From an optimization exercise on the open Yosys and OpenROAD flow, aimed at small area; shortcuts taken in it are not production practice.
The RTL was checked by simulation tests, not by an equivalence proof against the original design.
No driver is modelled on the clock port, so clocking that relies on it looks cheaper here than on a real chip.

## flow/design.v

```verilog
module rgb2ycbcr(
    input clk,
    input de_in,
    input Hsync_in,
    input Vsync_in,
    input [23:0] pixel_RGB,
    output de_out,
    output Hsync_out,
    output Vsync_out,
    output [23:0] pixel_YCbCr
);
reg [26:0] s1, s2, s3, s4, s5;
wire [7:0] y, cb, cr;
always @(posedge clk) begin
    s1 <= {de_in, Hsync_in, Vsync_in, pixel_RGB};
    s2 <= s1;
    s3 <= s2;
    s4 <= s3;
    s5 <= {s4[26:24], y, cb, cr};
end
ycc_core core (.R(s4[23:16]), .G(s4[15:8]), .B(s4[7:0]), .Y(y), .Cb(cb), .Cr(cr));
assign {de_out, Hsync_out, Vsync_out, pixel_YCbCr} = s5;
endmodule
module ycc_core(input [7:0] R, input [7:0] G, input [7:0] B, output [7:0] Y, output [7:0] Cb, output [7:0] Cr);
wire [7:0] nR, nG, nB;
wire w1, w2, w3, w4, w5, w6, w7, w8, w9, w10, w11, w12, w13, w14, w15, w16, w17, w18, w19, w20, w21, w22, w23, w24, w25, w26, w27, w28, w29, w30, w31, w32, w33, w34, w35, w36, w37, w38, w39, w40, w41, w42, w43, w44, w45, w46, w47, w48, w49, w50, w51, w52, w53, w54, w55, w56, w57, w58, w59, w60, w61, w62, w63, w64, w65, w66, w67, w68, w69, w70, w71, w72, w73, w74, w75, w76, w77, w78, w79, w80, w81, w82, w83, w84, w85, w86, w87, w88, w89, w90, w91, w92, w93, w94, w95, w96, w97, w98, w99, w100, w101, w102, w103, w104, w105, w106, w107, w108, w109, w110, w112, w114, w116, w118, w120, w122, w124, w125, w126, w128, w129, w130, w131, w132, w133, w134, w135, w136, w137, w138, w139, w140, w141, w142, w143, w144, w145, w146, w147, w148, w149, w150, w151, w152, w153, w154, w155, w156, w157, w158, w159, w160, w161, w162, w163, w164, w165, w166, w167, w168, w169, w170, w171, w172, w173, w174, w175, w176, w177, w178, w179, w180, w181, w182, w183, w184, w185, w186, w187, w188, w189, w190, w191, w192, w193, w194, w195, w196, w197, w198, w199, w200, w201, w202, w203, w204, w205, w206, w207, w208, w209, w210, w211, w212, w213, w214, w215, w217, w219, w221, w223, w225, w227, w229, w230, w231, w233, w234, w235, w236, w237, w238, w239, w240, w241, w242, w243, w244, w245, w246, w247, w248, w249, w250, w251, w252, w253, w254, w255, w256, w257, w258, w259, w260, w261, w262, w263, w264, w265, w266, w267, w268, w269, w270, w271, w272, w273, w274, w275, w276, w277, w278, w279, w280, w281, w283, w284, w285, w286, w287, w288, w289, w290, w291, w292, w293, w295, w296, w297, w298, w299, w300, w301, w302, w303, w304, w305, w306, w307, w308, w309, w310, w311, w312, w313, w314, w315, w316, w317, w318, w319, w320, w321, w322, w323, w325, w327, w329, w331, w333, w334, w335;
c_inv8 ir (.a(R), .y(nR));
c_inv8 ig (.a(G), .y(nG));
c_inv8 ib (.a(B), .y(nB));
c_xnor2 u1 (.a(R[0]), .b(R[3]), .y(w1));
c_or2 u2 (.a(R[0]), .b(R[3]), .y(w2));
c_fa u4 (.a(R[0]), .b(R[1]), .c(R[2]), .s(w3), .co(w4));
c_fa u6 (.a(R[2]), .b(R[3]), .c(R[6]), .s(w5), .co(w6));
c_fa u8 (.a(R[7]), .b(nR[4]), .c(w1), .s(w7), .co(w8));
c_fa u10 (.a(R[1]), .b(nR[5]), .c(w2), .s(w9), .co(w10));
c_maj3 u11 (.a(R[1]), .b(R[7]), .c(R[4]), .y(w11));
c_maj3 u12 (.a(w3), .b(R[5]), .c(w11), .y(w12));
c_maj3 u13 (.a(w4), .b(w5), .c(w12), .y(w13));
c_maj3 u14 (.a(w6), .b(w7), .c(w13), .y(w14));
c_maj3 u15 (.a(w8), .b(w9), .c(w14), .y(w15));
c_fa u17 (.a(G[1]), .b(G[3]), .c(G[7]), .s(w16), .co(w17));
c_fa u19 (.a(G[0]), .b(G[2]), .c(G[3]), .s(w18), .co(w19));
c_ha u21 (.a(G[0]), .b(G[3]), .s(w20), .co(w21));
c_fa u23 (.a(nG[2]), .b(nG[4]), .c(w16), .s(w22), .co(w23));
c_ha u25 (.a(nG[5]), .b(w17), .s(w24), .co(w25));
c_fa u27 (.a(G[4]), .b(nG[6]), .c(w18), .s(w26), .co(w27));
c_maj3 u28 (.a(G[1]), .b(G[5]), .c(nG[2]), .y(w28));
c_maj3 u29 (.a(w20), .b(G[6]), .c(w28), .y(w29));
c_maj3 u30 (.a(w21), .b(w22), .c(w29), .y(w30));
c_maj3 u31 (.a(w23), .b(w24), .c(w30), .y(w31));
c_maj3 u32 (.a(w25), .b(w26), .c(w31), .y(w32));
c_xnor2 u33 (.a(B[4]), .b(nB[2]), .y(w33));
c_or2 u34 (.a(B[4]), .b(nB[2]), .y(w34));
c_fa u36 (.a(B[0]), .b(B[5]), .c(B[7]), .s(w35), .co(w36));
c_fa u38 (.a(B[1]), .b(B[6]), .c(nB[4]), .s(w37), .co(w38));
c_fa u40 (.a(B[2]), .b(B[7]), .c(nB[5]), .s(w39), .co(w40));
c_or2 u41 (.a(nB[1]), .b(B[2]), .y(w41));
c_maj3 u42 (.a(B[6]), .b(nB[7]), .c(w41), .y(w42));
c_maj3 u43 (.a(w33), .b(nB[3]), .c(w42), .y(w43));
c_maj3 u44 (.a(w34), .b(w35), .c(w43), .y(w44));
c_maj3 u45 (.a(w36), .b(w37), .c(w44), .y(w45));
c_maj3 u46 (.a(w38), .b(w39), .c(w45), .y(w46));
c_fa u48 (.a(R[2]), .b(R[4]), .c(R[6]), .s(w47), .co(w48));
c_fa u50 (.a(G[1]), .b(G[4]), .c(B[3]), .s(w49), .co(w50));
c_fa u52 (.a(nG[5]), .b(nG[7]), .c(nB[6]), .s(w51), .co(w52));
c_fa u54 (.a(w19), .b(w47), .c(w49), .s(w53), .co(w54));
c_fa u56 (.a(w40), .b(w51), .c(w10), .s(w55), .co(w56));
c_fa u58 (.a(w27), .b(w53), .c(w55), .s(w57), .co(w58));
c_fa u60 (.a(w57), .b(w15), .c(w32), .s(w59), .co(w60));
c_fa u62 (.a(R[3]), .b(R[5]), .c(R[6]), .s(w61), .co(w62));
c_fa u64 (.a(G[2]), .b(B[4]), .c(nR[7]), .s(w63), .co(w64));
c_fa u66 (.a(nG[6]), .b(nB[7]), .c(w48), .s(w65), .co(w66));
c_fa u68 (.a(w50), .b(w61), .c(w52), .s(w67), .co(w68));
c_fa u70 (.a(w63), .b(w54), .c(w65), .s(w69), .co(w70));
c_fa u72 (.a(w67), .b(w56), .c(w69), .s(w71), .co(w72));
c_fa u74 (.a(w58), .b(w71), .c(w60), .s(w73), .co(w74));
c_fa u76 (.a(R[4]), .b(G[3]), .c(G[5]), .s(w75), .co(w76));
c_fa u78 (.a(B[5]), .b(nG[7]), .c(w62), .s(w77), .co(w78));
c_fa u80 (.a(w75), .b(w64), .c(w66), .s(w79), .co(w80));
c_fa u82 (.a(w77), .b(w68), .c(w79), .s(w81), .co(w82));
c_fa u84 (.a(w70), .b(w72), .c(w81), .s(w83), .co(w84));
c_fa u86 (.a(R[5]), .b(R[7]), .c(G[4]), .s(w85), .co(w86));
c_fa u88 (.a(G[6]), .b(B[6]), .c(w76), .s(w87), .co(w88));
c_fa u90 (.a(w85), .b(w78), .c(w87), .s(w89), .co(w90));
c_fa u92 (.a(w80), .b(w89), .c(w82), .s(w91), .co(w92));
c_xnor2 u93 (.a(R[6]), .b(G[5]), .y(w93));
c_or2 u94 (.a(R[6]), .b(G[5]), .y(w94));
c_fa u96 (.a(G[7]), .b(B[7]), .c(w93), .s(w95), .co(w96));
c_fa u98 (.a(w86), .b(w95), .c(w88), .s(w97), .co(w98));
c_fa u100 (.a(w97), .b(w90), .c(w92), .s(w99), .co(w100));
c_xnor2 u101 (.a(R[7]), .b(G[6]), .y(w101));
c_or2 u102 (.a(R[7]), .b(G[6]), .y(w102));
c_fa u104 (.a(w94), .b(w101), .c(w96), .s(w103), .co(w104));
c_fa u106 (.a(w103), .b(w98), .c(w100), .s(w105), .co(w106));
c_xnor2 u107 (.a(G[7]), .b(w102), .y(w107));
c_or2 u108 (.a(G[7]), .b(w102), .y(w108));
c_fa u110 (.a(w107), .b(w104), .c(w106), .s(w109), .co(w110));
c_ha u112 (.a(w46), .b(w59), .s(Y[0]), .co(w112));
c_ha u114 (.a(w73), .b(w112), .s(Y[1]), .co(w114));
c_fa u116 (.a(w83), .b(w74), .c(w114), .s(Y[2]), .co(w116));
c_fa u118 (.a(w84), .b(w91), .c(w116), .s(Y[3]), .co(w118));
c_ha u120 (.a(w99), .b(w118), .s(Y[4]), .co(w120));
c_ha u122 (.a(w105), .b(w120), .s(Y[5]), .co(w122));
c_ha u124 (.a(w109), .b(w122), .s(Y[6]), .co(w124));
c_xor2 u125 (.a(w108), .b(w110), .y(w125));
c_inv u126 (.a(w125), .y(w126));
c_xor2 u127 (.a(w126), .b(w124), .y(Y[7]));
c_fa u129 (.a(R[3]), .b(R[6]), .c(nR[0]), .s(w128), .co(w129));
c_fa u131 (.a(R[7]), .b(nR[2]), .c(nR[3]), .s(w130), .co(w131));
c_fa u133 (.a(R[5]), .b(R[6]), .c(nR[2]), .s(w132), .co(w133));
c_fa u135 (.a(nR[1]), .b(nR[2]), .c(w128), .s(w134), .co(w135));
c_fa u137 (.a(nR[1]), .b(nR[4]), .c(w129), .s(w136), .co(w137));
c_fa u139 (.a(nR[4]), .b(nR[5]), .c(w130), .s(w138), .co(w139));
c_and2 u140 (.a(R[5]), .b(nR[7]), .y(w140));
c_maj3 u141 (.a(R[4]), .b(nR[6]), .c(w140), .y(w141));
c_maj3 u142 (.a(w132), .b(nR[7]), .c(w141), .y(w142));
c_maj3 u143 (.a(w133), .b(w134), .c(w142), .y(w143));
c_maj3 u144 (.a(w135), .b(w136), .c(w143), .y(w144));
c_maj3 u145 (.a(w137), .b(w138), .c(w144), .y(w145));
c_fa u147 (.a(G[5]), .b(nG[0]), .c(nG[2]), .s(w146), .co(w147));
c_xnor2 u148 (.a(nG[0]), .b(nG[2]), .y(w148));
c_or2 u149 (.a(nG[0]), .b(nG[2]), .y(w149));
c_fa u151 (.a(G[5]), .b(nG[1]), .c(nG[3]), .s(w150), .co(w151));
c_fa u153 (.a(nG[4]), .b(nG[6]), .c(w146), .s(w152), .co(w153));
c_fa u155 (.a(nG[1]), .b(nG[3]), .c(nG[7]), .s(w154), .co(w155));
c_ha u157 (.a(w147), .b(w154), .s(w156), .co(w157));
c_and2 u158 (.a(G[6]), .b(G[7]), .y(w158));
c_maj3 u159 (.a(G[5]), .b(G[7]), .c(w158), .y(w159));
c_maj3 u160 (.a(nG[4]), .b(w148), .c(w159), .y(w160));
c_maj3 u161 (.a(w149), .b(w150), .c(w160), .y(w161));
c_maj3 u162 (.a(w151), .b(w152), .c(w161), .y(w162));
c_maj3 u163 (.a(w156), .b(w153), .c(w162), .y(w163));
c_fa u165 (.a(G[5]), .b(B[1]), .c(nR[3]), .s(w164), .co(w165));
c_fa u167 (.a(nR[5]), .b(nR[6]), .c(nG[2]), .s(w166), .co(w167));
c_fa u169 (.a(nG[4]), .b(nG[6]), .c(w131), .s(w168), .co(w169));
c_fa u171 (.a(w155), .b(w164), .c(w166), .s(w170), .co(w171));
c_fa u173 (.a(R[7]), .b(B[2]), .c(nR[4]), .s(w172), .co(w173));
c_fa u175 (.a(nR[6]), .b(nG[3]), .c(nG[7]), .s(w174), .co(w175));
c_fa u177 (.a(w157), .b(w168), .c(w139), .s(w176), .co(w177));
c_fa u179 (.a(w165), .b(w167), .c(w172), .s(w178), .co(w179));
c_fa u181 (.a(G[5]), .b(B[3]), .c(nR[5]), .s(w180), .co(w181));
c_fa u183 (.a(nG[4]), .b(nG[6]), .c(w173), .s(w182), .co(w183));
c_fa u185 (.a(R[7]), .b(B[4]), .c(nR[6]), .s(w184), .co(w185));
c_fa u187 (.a(w174), .b(w169), .c(w171), .s(w186), .co(w187));
c_fa u189 (.a(w175), .b(w180), .c(w179), .s(w188), .co(w189));
c_fa u191 (.a(nG[7]), .b(w181), .c(w184), .s(w190), .co(w191));
c_xnor2 u192 (.a(B[5]), .b(nG[5]), .y(w192));
c_or2 u193 (.a(B[5]), .b(nG[5]), .y(w193));
c_xnor2 u194 (.a(B[6]), .b(nR[7]), .y(w194));
c_or2 u195 (.a(B[6]), .b(nR[7]), .y(w195));
c_fa u197 (.a(w170), .b(w176), .c(w163), .s(w196), .co(w197));
c_fa u199 (.a(w178), .b(w177), .c(w186), .s(w198), .co(w199));
c_fa u201 (.a(w182), .b(w187), .c(w188), .s(w200), .co(w201));
c_fa u203 (.a(w183), .b(w190), .c(w189), .s(w202), .co(w203));
c_fa u205 (.a(nG[6]), .b(w192), .c(w185), .s(w204), .co(w205));
c_fa u207 (.a(nG[7]), .b(w193), .c(w194), .s(w206), .co(w207));
c_xnor2 u208 (.a(B[7]), .b(w195), .y(w208));
c_or2 u209 (.a(B[7]), .b(w195), .y(w209));
c_fa u211 (.a(w204), .b(w191), .c(w203), .s(w210), .co(w211));
c_fa u213 (.a(w206), .b(w205), .c(w211), .s(w212), .co(w213));
c_fa u215 (.a(w208), .b(w207), .c(w213), .s(w214), .co(w215));
c_ha u217 (.a(w145), .b(w196), .s(Cb[0]), .co(w217));
c_fa u219 (.a(w198), .b(w197), .c(w217), .s(Cb[1]), .co(w219));
c_fa u221 (.a(w199), .b(w200), .c(w219), .s(Cb[2]), .co(w221));
c_fa u223 (.a(w201), .b(w202), .c(w221), .s(Cb[3]), .co(w223));
c_ha u225 (.a(w210), .b(w223), .s(Cb[4]), .co(w225));
c_ha u227 (.a(w212), .b(w225), .s(Cb[5]), .co(w227));
c_ha u229 (.a(w214), .b(w227), .s(Cb[6]), .co(w229));
c_xor2 u230 (.a(w209), .b(w215), .y(w230));
c_inv u231 (.a(w230), .y(w231));
c_xor2 u232 (.a(w231), .b(w229), .y(Cb[7]));
c_fa u234 (.a(G[0]), .b(G[1]), .c(G[3]), .s(w233), .co(w234));
c_xnor2 u235 (.a(G[2]), .b(G[4]), .y(w235));
c_or2 u236 (.a(G[2]), .b(G[4]), .y(w236));
c_fa u238 (.a(G[3]), .b(G[5]), .c(G[7]), .s(w237), .co(w238));
c_ha u240 (.a(G[2]), .b(G[4]), .s(w239), .co(w240));
c_fa u242 (.a(G[5]), .b(nG[7]), .c(w233), .s(w241), .co(w242));
c_fa u244 (.a(G[6]), .b(w235), .c(w234), .s(w243), .co(w244));
c_fa u246 (.a(nG[0]), .b(w236), .c(w237), .s(w245), .co(w246));
c_and2 u247 (.a(nG[5]), .b(nG[6]), .y(w247));
c_or2 u248 (.a(G[7]), .b(w247), .y(w248));
c_maj3 u249 (.a(G[3]), .b(nG[0]), .c(w248), .y(w249));
c_or2 u250 (.a(w239), .b(w249), .y(w250));
c_maj3 u251 (.a(w240), .b(w241), .c(w250), .y(w251));
c_maj3 u252 (.a(w242), .b(w243), .c(w251), .y(w252));
c_maj3 u253 (.a(w244), .b(w245), .c(w252), .y(w253));
c_xnor2 u254 (.a(B[3]), .b(nB[2]), .y(w254));
c_or2 u255 (.a(B[3]), .b(nB[2]), .y(w255));
c_fa u257 (.a(B[3]), .b(nB[0]), .c(nB[2]), .s(w256), .co(w257));
c_fa u259 (.a(B[7]), .b(nB[1]), .c(nB[5]), .s(w258), .co(w259));
c_fa u261 (.a(nB[4]), .b(nB[6]), .c(w254), .s(w260), .co(w261));
c_xnor2 u262 (.a(nB[5]), .b(nB[7]), .y(w262));
c_or2 u263 (.a(nB[5]), .b(nB[7]), .y(w263));
c_ha u265 (.a(w255), .b(w262), .s(w264), .co(w265));
c_maj3 u266 (.a(B[4]), .b(nB[2]), .c(nB[7]), .y(w266));
c_or2 u267 (.a(B[3]), .b(w266), .y(w267));
c_maj3 u268 (.a(nB[4]), .b(w256), .c(w267), .y(w268));
c_maj3 u269 (.a(w257), .b(w258), .c(w268), .y(w269));
c_maj3 u270 (.a(w259), .b(w260), .c(w269), .y(w270));
c_maj3 u271 (.a(w264), .b(w261), .c(w270), .y(w271));
c_fa u273 (.a(G[4]), .b(G[6]), .c(R[1]), .s(w272), .co(w273));
c_fa u275 (.a(nG[1]), .b(nB[3]), .c(nB[4]), .s(w274), .co(w275));
c_fa u277 (.a(nB[6]), .b(w263), .c(w238), .s(w276), .co(w277));
c_fa u279 (.a(w272), .b(w265), .c(w274), .s(w278), .co(w279));
c_fa u281 (.a(w246), .b(w276), .c(w278), .s(w280), .co(w281));
c_fa u283 (.a(w280), .b(w271), .c(w253), .s(Cr[0]), .co(w283));
c_xnor2 u284 (.a(G[5]), .b(G[7]), .y(w284));
c_or2 u285 (.a(G[5]), .b(G[7]), .y(w285));
c_fa u287 (.a(R[2]), .b(nG[2]), .c(nB[5]), .s(w286), .co(w287));
c_fa u289 (.a(nB[7]), .b(w284), .c(w273), .s(w288), .co(w289));
c_fa u291 (.a(w275), .b(w286), .c(w277), .s(w290), .co(w291));
c_fa u293 (.a(w288), .b(w279), .c(w290), .s(w292), .co(w293));
c_fa u295 (.a(w281), .b(w292), .c(w283), .s(Cr[1]), .co(w295));
c_fa u297 (.a(G[6]), .b(R[3]), .c(nG[3]), .s(w296), .co(w297));
c_fa u299 (.a(nB[6]), .b(w285), .c(w287), .s(w298), .co(w299));
c_fa u301 (.a(w296), .b(w289), .c(w298), .s(w300), .co(w301));
c_fa u303 (.a(w291), .b(w300), .c(w293), .s(w302), .co(w303));
c_xnor2 u304 (.a(G[7]), .b(R[4]), .y(w304));
c_or2 u305 (.a(G[7]), .b(R[4]), .y(w305));
c_fa u307 (.a(nG[4]), .b(nB[7]), .c(w304), .s(w306), .co(w307));
c_fa u309 (.a(w297), .b(w306), .c(w299), .s(w308), .co(w309));
c_fa u311 (.a(w301), .b(w308), .c(w303), .s(w310), .co(w311));
c_fa u313 (.a(R[5]), .b(nG[5]), .c(w305), .s(w312), .co(w313));
c_fa u315 (.a(w307), .b(w312), .c(w309), .s(w314), .co(w315));
c_xnor2 u316 (.a(R[6]), .b(nG[6]), .y(w316));
c_or2 u317 (.a(R[6]), .b(nG[6]), .y(w317));
c_fa u319 (.a(w316), .b(w313), .c(w315), .s(w318), .co(w319));
c_xnor2 u320 (.a(R[7]), .b(nG[7]), .y(w320));
c_or2 u321 (.a(R[7]), .b(nG[7]), .y(w321));
c_fa u323 (.a(w317), .b(w320), .c(w319), .s(w322), .co(w323));
c_ha u325 (.a(w302), .b(w295), .s(Cr[2]), .co(w325));
c_ha u327 (.a(w310), .b(w325), .s(Cr[3]), .co(w327));
c_fa u329 (.a(w314), .b(w311), .c(w327), .s(Cr[4]), .co(w329));
c_ha u331 (.a(w318), .b(w329), .s(Cr[5]), .co(w331));
c_ha u333 (.a(w322), .b(w331), .s(Cr[6]), .co(w333));
c_xor2 u334 (.a(w321), .b(w323), .y(w334));
c_inv u335 (.a(w334), .y(w335));
c_xor2 u336 (.a(w335), .b(w333), .y(Cr[7]));
endmodule
module c_inv8(input [7:0] a, output [7:0] y);
assign y = ~a;
endmodule
module c_and2(input a, input b, output y);
assign y = a & b;
endmodule
module c_fa(input a, input b, input c, output s, output co);
assign s = a ^ b ^ c;
assign co = (a & b) | (a & c) | (b & c);
endmodule
module c_ha(input a, input b, output s, output co);
assign s = a ^ b;
assign co = a & b;
endmodule
module c_inv(input a, output y);
assign y = ~a;
endmodule
module c_maj3(input a, input b, input c, output y);
assign y = (a & b) | (a & c) | (b & c);
endmodule
module c_or2(input a, input b, output y);
assign y = a | b;
endmodule
module c_xnor2(input a, input b, output y);
assign y = ~(a ^ b);
endmodule
module c_xor2(input a, input b, output y);
assign y = a ^ b;
endmodule
```

## flow/flow/run.sh

```bash
#!/bin/bash
# Layout flow: the standard flow (standard.sh) in three parts.
#  1. standard synthesis; majority gates mapped to the x1 drive cell.
#  2. floorplan, placement and clock tree with small port buffers and no dummy loads.
#  3. clock buffers downsized where the clock slew allows, then routing and finish.
# Every tool's full output stays in its own log: orfs/logs/ (ORFS steps), flow_*.log here.
set -euo pipefail
export BUFFER_PORTS_ARGS="-buffer_cell sky130_fd_sc_hd__buf_1"
export CTS_ARGS='-sink_clustering_enable -repair_clock_nets -dont_use_dummy_load -root_buf sky130_fd_sc_hd__clkbuf_8 -buf_list {sky130_fd_sc_hd__clkbuf_8} -sink_clustering_size 25 -sink_clustering_max_diameter 60'
R=orfs/results/$FLOW_PLATFORM/rgb2ycbcr/base
bash standard.sh synth > flow_synth.log 2>&1
sed -i 's/sky130_fd_sc_hd__maj3_2 /sky130_fd_sc_hd__maj3_1 /' $R/1_2_yosys.v
bash standard.sh cts > flow_cts.log 2>&1
openroad -no_init -exit flow/clkdown.tcl > flow_clkdown.log 2>&1
bash standard.sh finish > flow_finish.log 2>&1
```

## flow/flow/clkdown.tcl

```tcl
# Downsize clock-tree buffers to clkbuf_4 where the flip-flop clock slew stays low.
set R orfs/results/$::env(FLOW_PLATFORM)/rgb2ycbcr/base
read_liberty $::env(FLOW_HOME)/platforms/sky130hd/lib/sky130_fd_sc_hd__tt_025C_1v80.lib
read_db $R/4_cts.odb
read_sdc $R/4_cts.sdc
source $::env(FLOW_HOME)/platforms/sky130hd/setRC.tcl
set_propagated_clock [all_clocks]
estimate_parasitics -placement
proc worst_clk_slew {} {
  set w 0.0
  foreach pin [get_pins -hierarchical */CLK] {
    foreach rf {rise fall} {
      set s [get_property $pin slew_max]
      if {$s > $w} { set w $s }
    }
  }
  return $w
}
set small [get_lib_cells sky130_fd_sc_hd__clkbuf_4]
set limit 0.115
puts "worst clock slew before: [worst_clk_slew]"
foreach inst [get_cells *] {
  set m [get_property $inst ref_name]
  if {$m ne "sky130_fd_sc_hd__clkbuf_8"} { continue }
  set name [get_full_name $inst]
  replace_cell $inst $small
  estimate_parasitics -placement
  set w [worst_clk_slew]
  if {$w > $limit} {
    replace_cell $inst [get_lib_cells sky130_fd_sc_hd__clkbuf_8]
    estimate_parasitics -placement
    puts "keep $name (slew $w)"
  } else {
    puts "down $name (slew $w)"
  }
}
puts "worst clock slew after: [worst_clk_slew]"
write_db $R/4_cts.odb
```

## flow/standard.sh

```bash
#!/bin/bash
# synth_recipe.tcl (not shown) runs the flow's synth.tcl, then flattens the netlist and writes it again
# the make line also repeats each setting of config.mk as NAME=value (left out here)
make -C /OpenROAD-flow-scripts/flow DESIGN_CONFIG=/design/flow/config.mk WORK_HOME=/design/flow/orfs CLKGATE_MAP_FILE= SYNTH_SCRIPT=/design/flow/synth_recipe.tcl "${@:-finish}"
```

## flow/config.mk

```make
export PLATFORM = sky130hd
export DESIGN_NAME = rgb2ycbcr
export DESIGN_NICKNAME = rgb2ycbcr
export VERILOG_FILES = /design/flow/design.v
export SDC_FILE = /design/flow/constraint.sdc
export NUM_CORES = 4
export LEC_CHECK = 0
export CAP_MARGIN = 20
export CORE_MARGIN = 2
export CORE_UTILIZATION = 40
export GPL_TIMING_DRIVEN = 0
export SLEW_MARGIN = 20
export SYNTH_HIERARCHICAL = 1
export SYNTH_MINIMUM_KEEP_SIZE = 0
```

## flow/constraint.sdc

```tcl
create_clock -name core_clock -period 6.0 [get_ports {clk}]
set_input_delay 1.2000 -clock core_clock [delete_from_list [all_inputs] [get_ports {clk}]]
set_output_delay 1.2000 -clock core_clock [all_outputs]
set_load 0.01 [all_outputs]
```

==> results.cfg <==
[layout]
seqCellArea_um2 = 2700
final_core_util = 0.447
areaGrowthSynthToFinish_pct = 9.86
diodes = 0
final_nets = 596
fillers = 1338
final_layout_size_suffix_gt1_frac = 0.0410
multiInputGateArea_um2 = 3080

[die]
io-pin-count = 55
fp.dieArea_um2 = 15700
start_util = 0.407
die_h_um = 125
core-area_um2 = 14500
rows = 44
chipWidth_um = 125

[clocking]
cts_post_setup_buffers_inserted = 0
clock_path_buffers = 2
numCtsBuffers = 17
h-tree-depth = 4
clk_pin_slew_worst_paths_ps = 90
cts_tree = done
postCtsHoldBufs = 0
clock_tree.root_cell = clkbuf_8
cts_sinks = 135
clock_latency_ps = 520

[detailed_routing]
first_pass_iters = 5
via_count = 2762
viasPerCell = 4.43
drc = 0
drt-total-wl_um = 9550
drt_iter0_drc = 142
detail_route.wl_per_cell_um = 15.3
antenna_left = 0

[sta]
setup_ws_ps = 394
tightestPinTransition_ps = 654
rsz0062_at_grt = false
hold_viol = 0
max_freq_mhz = 178
slew_violations = 0
setup-tns-final_ps = 0
min_period_ps = 5610
setup_violations = 0
fin_crit_sh = 0.934
max_slew_margin = 0.564
fin_skew_ps = 19.3

[worst_setup_path]
slowest_stage = dfxtp_1
worstSetupPathType = flip-flop to flip-flop
critPathMaxFanout = 9
path_cells = inv_1 > and2_1 > or2_1 > maj3_1 > or2_1 > maj3_1 > maj3_1 > maj3_1 > fa_1 > fa_1 > ha_1 > ha_1 > fa_1 > ha_1 > ha_1 > xor2_1
path_buf_inv = 1
required_ps = 6420
critPathLaunchType = flip-flop
endpoint_kind = flip-flop
critPathArrivalTime_ps = 6030
path_delay_family = adder cells
slowest_delay_ps = 700
r2r_slack_ps = 390

[synthesis]
synth_nets = 523
synth.distinct_cells = 9
avgSynthCellArea_um2 = 16.0
ys_area_um2 = 5930
syn-instance-count = 368
synth_warnings = 7
synth_seq_area_share = 0.456
netlist_area_um2 = 5890
ys_ff_latch = 135

[global_routing]
grt_start_max_net_pins = 17
overflow = 0
antenna_found_initial = 0
grt_first_pass_wirelength_um = 16600
grt_use_total = 0.140
grt_pass1_vias = 3250

[power]
irDropWorstVdd_uv = 165
finalPower_uw = 2360
switching_power_uw = 767
combPwrFrac = 0.359
p_leak_uw = 0.00255
internal-power_uw = 1590
power.density_nw_per_um2 = 365
p_clk_frac = 0.175
power_frac_seq = 0.466
swShare = 0.325

[run_status]
outcome = finished clean

[worst_hold_path]
hold_path_class = flip-flop to flip-flop

[flow_run]
cap_violations = 0

[placed_design]
place.gp.congestion = 0.820
preCtsSetupSlack_ps = 214
hpwl_um = 7310
portBuffers = 54
[cells in the final DEF (no fill, tap or decap), types with 3 or more instances in the layout]
cell      instances
xor2_1            6
dfxtp_1         134
clkbuf_4         14
fa_1            109
inv_1            27
ha_1             18
xnor2_1          16
buf_1            54
and2_1            3
maj3_1           34
or2_1            20
clkbuf_8          3
[path summary, 6_finish.rpt]
path | to | cells past startpoint | start
setup / recovery | s5[7] | 16 | s4[14]
hold / removal | s3[5] | 0 | s2[5]
setup reg to reg | s5[7] | 16 | s4[14]
hold reg to reg | s3[5] | 0 | s2[5]
[power by group through the flow]
stage / Sequential [uW] / Clock [uW] / Combinational, uW
after floorplan: 1160 / 0 / 551
after global placement: 1120 / 0 / 871
after detailed placement: 1120 / 0 / 875
after CTS: 1110 / 558 / 884
after global routing: 1120 / 476 / 1030
final: 1100 / 414 / 847
[cells in the mapped netlist (all sizes together)]
cell type,n,share of area
dfxtp,135,0.46
maj3,34,0.065
fa,109,0.37
or2,20,0.021
and2,3,0.0032
ha,18,0.038
inv,27,0.017
xnor2,16,0.024
xor2,6,0.0089
[modules after synthesis, one instance, submodules excluded, a selection]
| module | cells inside | times used | flops+latches |
|---|---|---|---|
| c_xnor2 | 1 | 16 | 0 |
| rgb2ycbcr | 135 | 1 | 135 |
| c_and2 | 1 | 3 | 0 |
| c_ha | 1 | 18 | 0 |
| c_maj3 | 1 | 34 | 0 |
| c_inv | 1 | 3 | 0 |
| c_inv8 | 8 | 3 | 0 |
| c_or2 | 1 | 20 | 0 |
| c_xor2 | 1 | 6 | 0 |
| c_fa | 1 | 109 | 0 |
[timing repair]
item	CTS	global route
endpoints found under the hold margin	0	0
resized for setup	0	1
setup endpoints to repair	0	1
[registers in the layout (all words and copies together), names as in the netlist]
name  cells
s1       27
s2       27
s3       27
s4       27
s5       27
[layout make-up]
type / count / share of cell area
inverters: 27 / 0.0157
flip-flops and latches: 135 / 0.418
multi-input cells: 206 / 0.477
repair buffers: 54 / 0.0313
clock buffers: 17 / 0.0226
well taps: 184 / 0.0356
[cells by family after synthesis]
group                      synth area share
buffers and inverters                0.0171
adders and majority gates             0.470
DFF                                   0.456
and+or+nand+nor                      0.0243
xor gates and xnor gates             0.0325
[stage by stage]
step           hold slack (ps)  area, um2  cells
2_1_floorplan              310       5890    368
3_3_place_gp               310       6320    606
3_5_place_dp               312       6320    606
4_1_cts                    317       6560    623
5_1_grt                    314       6470    623
6_report                   314       6470    623
[metal layers]
layer  GRT usage  vias to the layer above  part of all wire
met3      0.0385                       12             0.037
met4      0.0569                        0             0.015
met1       0.177                     1428              0.44
li1            -                     1274                 -
met5           0                        -                 0
met2       0.231                       48              0.50

static timing again, ports no longer ideal:
No port has a modelled driver above. Below, the same layout with a new extraction and two added sets of constraints. Step 1, drivers: a clkbuf_16 drives clk and a buf_2 each remaining input, both assumed. Step 2, shift: input delay + t, output delay - t, t = (earliest + latest rising clock arrival at the registers) / 2. This alone moves slack from input paths to output paths. Three values: no drivers, after step 1, after step 2; two values: the first two.
shift t [ns]: 0.546
setup WS [ns]: 0.394 / 0.394 / 0.394
clock arrival spread, ns: 0.021 / 0.021
worst slew at a driven data input, ns: 0.03
After both steps this run still meets setup and hold. For this run, drivers alone change the setup slack by 0.000 ns; drivers and shift together by 0.000 ns.
